This design comes from an exercise in tuning for small area on the open sky130 flow, not from production work. At most, simulation tests tie the RTL to the original design; equivalence was not proved. Power and IR drop assume default switching activity.

// FourBitCPU
module FourBitCPU(rst, clk, opcode, address, myinput, myoutput, HLT, s_flag, z_flag, c_flag);
Size in the first run: about 690 cells after synthesis, about 210 flip-flops, roughly 30 I/O pins, roughly 9100 sq um of cells after synthesis.
==> module FourBitCPU, before the edit <==
module FourBitCPU(rst, clk, opcode, address, myinput, myoutput, HLT, s_flag, z_flag, c_flag);
input rst, clk;
input [3:0] opcode;
input [3:0] address;
input [7:0] myinput;
output reg [7:0] myoutput;
output reg HLT, s_flag, z_flag, c_flag;
reg [7:0] memE [0:7];
reg [7:0] memO [0:7];
reg [7:0] stk  [0:7];
reg [3:0] stackPoint;
reg [4:0] progCount;
wire pcDone = (progCount[2:0] == 3'b000);
wire run = !pcDone && !HLT;
wire [7:0] oSel = 8'd1 << address[3:1];
wire [7:0] eSel = address[0] ? {oSel[6:0], oSel[7]} : oSel;
wire [2:0] eIdx = address[3:1] + address[0];
wire [7:0] eVal = memE[eIdx];
wire [7:0] oVal = memO[address[3:1]];
wire       isXchg = (opcode == 4'd2);
wire [7:0] memA  = (address[0] ^ isXchg) ? oVal : eVal;
wire [7:0] mem0  = memE[0];
wire [7:0] spSel  = 8'd1 << stackPoint[2:0];
wire [7:0] stkTop = stk[stackPoint[2:0]];
wire       isSub = (opcode == 4'd1);
wire [7:0] addB  = myinput ^ {8{isSub}};
reg [8:0] cy;
reg [7:0] sum;
integer k;
always @*
begin
  cy[0] = isSub;
  for (k=0; k<8; k=k+1)
  begin
    sum[k] = memA[k] ^ addB[k] ^ cy[k];
    cy[k+1] = (memA[k] & addB[k]) | (cy[k] & (memA[k] ^ addB[k]));
  end
end
wire borrow = !cy[8];
reg [3:0] lut;    
always @*
  case (opcode)
    4'd3:  lut = 4'b1100;    
    4'd5:  lut = 4'b1010;    
    4'd7:  lut = 4'b1000;    
    4'd9:  lut = 4'b1110;    
    4'd10: lut = 4'b0110;    
    4'd14: lut = 4'b0011;    
    default: lut = 4'b1100;  
  endcase
reg [7:0] lres;
integer j;
always @*
  for (j=0; j<8; j=j+1)
    lres[j] = (opcode == 4'd3) ? mem0[j] : lut[{memA[j], myinput[j]}];
reg [7:0] res;
always @*
  case (opcode)
    4'd0:  res = sum;
    4'd4:  res = memA >> 1;
    4'd12: res = stkTop;
    4'd13: res = memA << 1;
    default: res = lres;
  endcase
wire resZero = (lres == 8'd0);
wire memZero = resZero;
wire isPush = (opcode == 4'd11);
wire isPop  = (opcode == 4'd12);
wire wrA    = (opcode == 4'd3) || (opcode == 4'd5) || (opcode == 4'd7) || (opcode == 4'd9) ||
              (opcode == 4'd10) || (opcode == 4'd12) || (opcode == 4'd14);
wire weE = run && (isXchg || (wrA && !address[0]));
wire weO = run && (isXchg || (wrA && address[0]));
wire [7:0] dE = isXchg ? oVal : res;
wire [7:0] dO = isXchg ? eVal : res;
wire [7:0] dE0 = dE & {8{!rst}};
wire [7:0] dE1 = dE | {8{rst}};
wire [7:0] dO0 = dO & {8{!rst}};
wire [7:0] dO1 = dO | {8{rst}};
wire stkWe = run && (isPush || isPop);
wire stkK  = rst || isPop;
wire [7:0] dS0 = memA & {8{!stkK}};
wire [7:0] dS1 = memA | {8{stkK}};
wire       dS3a = rst ? 1'b0 : isPop ? !stackPoint[3] : memA[3];
wire       dS3b = rst ? 1'b1 : isPop ? !stackPoint[3] : memA[3];
genvar g;
generate
  for (g=0; g<8; g=g+1)
  begin : bank
    wire enE = rst || (weE && eSel[g]);
    wire enO = rst || (weO && oSel[g]);
    wire [7:0] nE = {dE0[7:4], g[2] ? dE1[3] : dE0[3], g[1] ? dE1[2] : dE0[2],
                     g[0] ? dE1[1] : dE0[1], dE0[0]};
    wire [7:0] nO = {dO0[7:4], g[2] ? dO1[3] : dO0[3], g[1] ? dO1[2] : dO0[2],
                     g[0] ? dO1[1] : dO0[1], dO1[0]};
    wire enS = rst || (stkWe && (isPush ? spSel[(g+1)%8] : spSel[g]));
    wire [7:0] nS = {dS0[7:4], (g >= 6) ? dS3b : dS3a, g[2] ? dS1[2] : dS0[2],
                     g[1] ? dS1[1] : dS0[1], g[0] ? dS1[0] : dS0[0]};
    always @(posedge clk)
    begin
      if (enE) memE[g] <= nE;
      if (enO) memO[g] <= nO;
      if (enS) stk[g] <= nS;
    end
  end
endgenerate
always @(posedge clk)
begin
if (rst)
begin
  c_flag <= 0;
  z_flag <= 0;
  s_flag <= 0;
  myoutput <= 0;
  HLT <= 0;
  progCount <= 5'b00001;
  stackPoint <= 4'b1110;
end
else if (run)
begin
  progCount <= {progCount[3:0], progCount[4] ^ progCount[2]};
  if (opcode != 4'd15) myoutput <= res;
  case (opcode)
  4'd0: begin c_flag <= cy[8]; s_flag <= 1'b0; if (memZero) z_flag <= 1'b1; end
  4'd1: begin c_flag <= borrow; s_flag <= borrow; z_flag <= memZero; end
  4'd3, 4'd7: if (resZero) z_flag <= 1'b1;
  4'd5, 4'd6: z_flag <= resZero;
  4'd8: begin c_flag <= 1'b0; s_flag <= 1'b0; z_flag <= 1'b0; end
  4'd9, 4'd10: begin c_flag <= 1'b0; s_flag <= 1'b0; z_flag <= resZero; end
  4'd11: stackPoint <= stackPoint - 1'b1;
  4'd12: stackPoint <= stackPoint + 1'b1;
  4'd13: z_flag <= memZero;
  4'd15: HLT <= 1'b1;
  default: ;
  endcase
end
end
endmodule
==> flow/config.mk <==
export PLATFORM = sky130hd
export DESIGN_NAME = FourBitCPU
export DESIGN_NICKNAME = FourBitCPU
export VERILOG_FILES = /design/flow/design.v
export SDC_FILE = /design/flow/constraint.sdc
export NUM_CORES = 4
export LEC_CHECK = 0
export CAP_MARGIN = 20
export CORE_MARGIN = 2
export CORE_UTILIZATION = 60
export GPL_TIMING_DRIVEN = 0
export SLEW_MARGIN = 20
==> flow/constraint.sdc <==
create_clock -name core_clock -period 8.0 [get_ports {clk}]
set_input_delay 1.6000 -clock core_clock [delete_from_list [all_inputs] [get_ports {clk}]]
set_output_delay 1.6000 -clock core_clock [all_outputs]
set_load 0.01 [all_outputs]
standard.sh (not shown) runs the stock make flow with config.mk's settings and CLKGATE_MAP_FILE= SYNTH_SCRIPT=/design/flow/synth_recipe.tcl, a recipe that flattens the netlist after the stock synthesis.
==> flow/flow/run.sh <==
#!/bin/bash
# Own flow: the standard layout (standard.sh), with the synthesis script
# swapped for flow/synth.tcl (same as synth_recipe.tcl but a different ABC
# mapping script). Every tool's output goes to a log file in this folder.
set -euo pipefail
HERE=$(pwd)
export FLOW_ABC_SCRIPT=$HERE/flow/abc_map.script
# check that synth_recipe.tcl is the script we modified
diff <(grep -v '^proc synth' synth_recipe.tcl) <(grep -v '^#\|^proc\|^  \|^}' flow/synth.tcl) > synth_diff.log 2>&1 || true
sed "s#SYNTH_SCRIPT=[^ ]*#SYNTH_SCRIPT=$HERE/flow/synth.tcl#" standard.sh > my_standard.sh
if [[ -f flow/cts_args ]]; then export CTS_ARGS="$(cat flow/cts_args)"; fi
if [[ -f flow/buffer_ports_args ]]; then export BUFFER_PORTS_ARGS="$(cat flow/buffer_ports_args)"; fi
bash my_standard.sh > flow_run.log 2>&1
==> flow/flow/abc_map.script <==
strash
dch -f
amap
mfs -a
strash
dch -f
amap
topo
==> flow/flow/buffer_ports_args <==
-buffer_cell sky130_fd_sc_hd__buf_1
==> flow/flow/cts_args <==
-sink_clustering_enable -repair_clock_nets -dont_use_dummy_load -buf_list {sky130_fd_sc_hd__clkbuf_8} -sink_clustering_size 16 -sink_clustering_max_diameter 80
==> flow/flow/synth.tcl <==
# The standard flow's synthesis script (synth_recipe.tcl) with one change: the combinational
# logic is mapped by ABC with flow/abc_map.script (area-oriented amap and mfs) instead of
# ORFS's abc_speed/abc_area script. Registers are untouched by ABC.
proc synth {args} { yosys synth -nofsm -noshare {*}$args }
proc abc {args} {
  set i [lsearch -exact $args -script]
  if {$i >= 0} { lset args [expr {$i + 1}] $::env(FLOW_ABC_SCRIPT) }
  yosys abc {*}$args
}
source $::env(SCRIPTS_DIR)/synth.tcl
# left out here: clear keep_hierarchy, flatten, clean up, hide names made inside functions, write 1_2_yosys.v
Edit:
--- a/flow/design.v
+++ b/flow/design.v
@@ -10,17 +10,16 @@
 reg [7:0] memO [0:7];
 reg [7:0] stk  [0:7];
 reg [3:0] stackPoint;
 reg [4:0] progCount;
-wire pcDone = (progCount[2:0] == 3'b000);
-wire run = !pcDone && !HLT;
+wire run = !progCount[4] && !HLT;
 wire [7:0] oSel = 8'd1 << address[3:1];
 wire [7:0] eSel = address[0] ? {oSel[6:0], oSel[7]} : oSel;
 wire [2:0] eIdx = address[3:1] + address[0];
 wire [7:0] eVal = memE[eIdx];
 wire [7:0] oVal = memO[address[3:1]];
-wire       isXchg = (opcode == 4'd2);
-wire [7:0] memA  = (address[0] ^ isXchg) ? oVal : eVal;
+wire [7:0] memA  = address[0] ? oVal : eVal;
+wire [7:0] memA1 = address[0] ? eVal : oVal;
 wire [7:0] mem0  = memE[0];
 wire [7:0] spSel  = 8'd1 << stackPoint[2:0];
 wire [7:0] stkTop = stk[stackPoint[2:0]];
 wire       isSub = (opcode == 4'd1);
@@ -37,35 +36,32 @@
     cy[k+1] = (memA[k] & addB[k]) | (cy[k] & (memA[k] ^ addB[k]));
   end
 end
 wire borrow = !cy[8];
-reg [3:0] lut;    
+reg [7:0] lres;
 always @*
   case (opcode)
-    4'd3:  lut = 4'b1100;    
-    4'd5:  lut = 4'b1010;    
-    4'd7:  lut = 4'b1000;    
-    4'd9:  lut = 4'b1110;    
-    4'd10: lut = 4'b0110;    
-    4'd14: lut = 4'b0011;    
-    default: lut = 4'b1100;  
+    4'd3:  lres = mem0;
+    4'd5:  lres = myinput;
+    4'd7:  lres = memA & myinput;
+    4'd9:  lres = memA | myinput;
+    4'd10: lres = memA ^ myinput;
+    default: lres = memA;
   endcase
-reg [7:0] lres;
-integer j;
-always @*
-  for (j=0; j<8; j=j+1)
-    lres[j] = (opcode == 4'd3) ? mem0[j] : lut[{memA[j], myinput[j]}];
 reg [7:0] res;
 always @*
   case (opcode)
     4'd0:  res = sum;
+    4'd2:  res = memA1;
     4'd4:  res = memA >> 1;
     4'd12: res = stkTop;
     4'd13: res = memA << 1;
+    4'd14: res = ~memA;
     default: res = lres;
   endcase
 wire resZero = (lres == 8'd0);
-wire memZero = resZero;
+wire memZero = (memA == 8'd0);
+wire isXchg = (opcode == 4'd2);
 wire isPush = (opcode == 4'd11);
 wire isPop  = (opcode == 4'd12);
 wire wrA    = (opcode == 4'd3) || (opcode == 4'd5) || (opcode == 4'd7) || (opcode == 4'd9) ||
               (opcode == 4'd10) || (opcode == 4'd12) || (opcode == 4'd14);
@@ -112,14 +108,14 @@
   z_flag <= 0;
   s_flag <= 0;
   myoutput <= 0;
   HLT <= 0;
-  progCount <= 5'b00001;
+  progCount <= 0;
   stackPoint <= 4'b1110;
 end
 else if (run)
 begin
-  progCount <= {progCount[3:0], progCount[4] ^ progCount[2]};
+  progCount <= progCount + 1'b1;
   if (opcode != 4'd15) myoutput <= res;
   case (opcode)
   4'd0: begin c_flag <= cy[8]; s_flag <= 1'b0; if (memZero) z_flag <= 1'b1; end
   4'd1: begin c_flag <= borrow; s_flag <= borrow; z_flag <= memZero; end
After rerunning: Register-to-register slack is better by 0.18 ns. Wire length rises by 5.1%. Die area rises by 4.3%. Synthesized area rises by about 4.5%. Setup slack is better by 0.10 ns. Utilization rises by 0.61 points. Combinational power rises by about 10%. Total power rises by 1.4%. Clock skew falls by 0.015 ns. Maximum frequency rises by about 1.3%.
The RTL of the first run of this note was laid out without a check of its function.

[port drivers added, routing unchanged]
The flow's constraints put no driver on any port. The routed layouts listed below were extracted and timed again, unchanged, in two steps. Step 1 sets driving cells, clkbuf_16 on the clock port and buf_2 on the other inputs (assumed; they add their load-dependent delay and slew). Step 2 adds t to the input delays and takes it off the output delays; t is the mean of the earliest and latest rising clock arrival at the registers after step 1. Input paths then give back, and output paths get back, about the clock's delay inside the block. Slacks: ideal / step 1 / step 2; pairs: ideal / step 1.
| run | t (ns) | slack for setup (ns) | pins driven straight from the clock port |
|---|---|---|---|
| the first run | 0.520 | 0.179 / 0.198 / -0.322 | 1 |
| the second run | 0.528 | 0.280 / 0.252 / -0.276 | 1 |
With both steps, setup timing fails in the first run and the second run, where it was met with ideal ports. For the second run, which loses most, drivers alone change the setup slack by -0.028 ns; drivers and shift together by -0.556 ns.
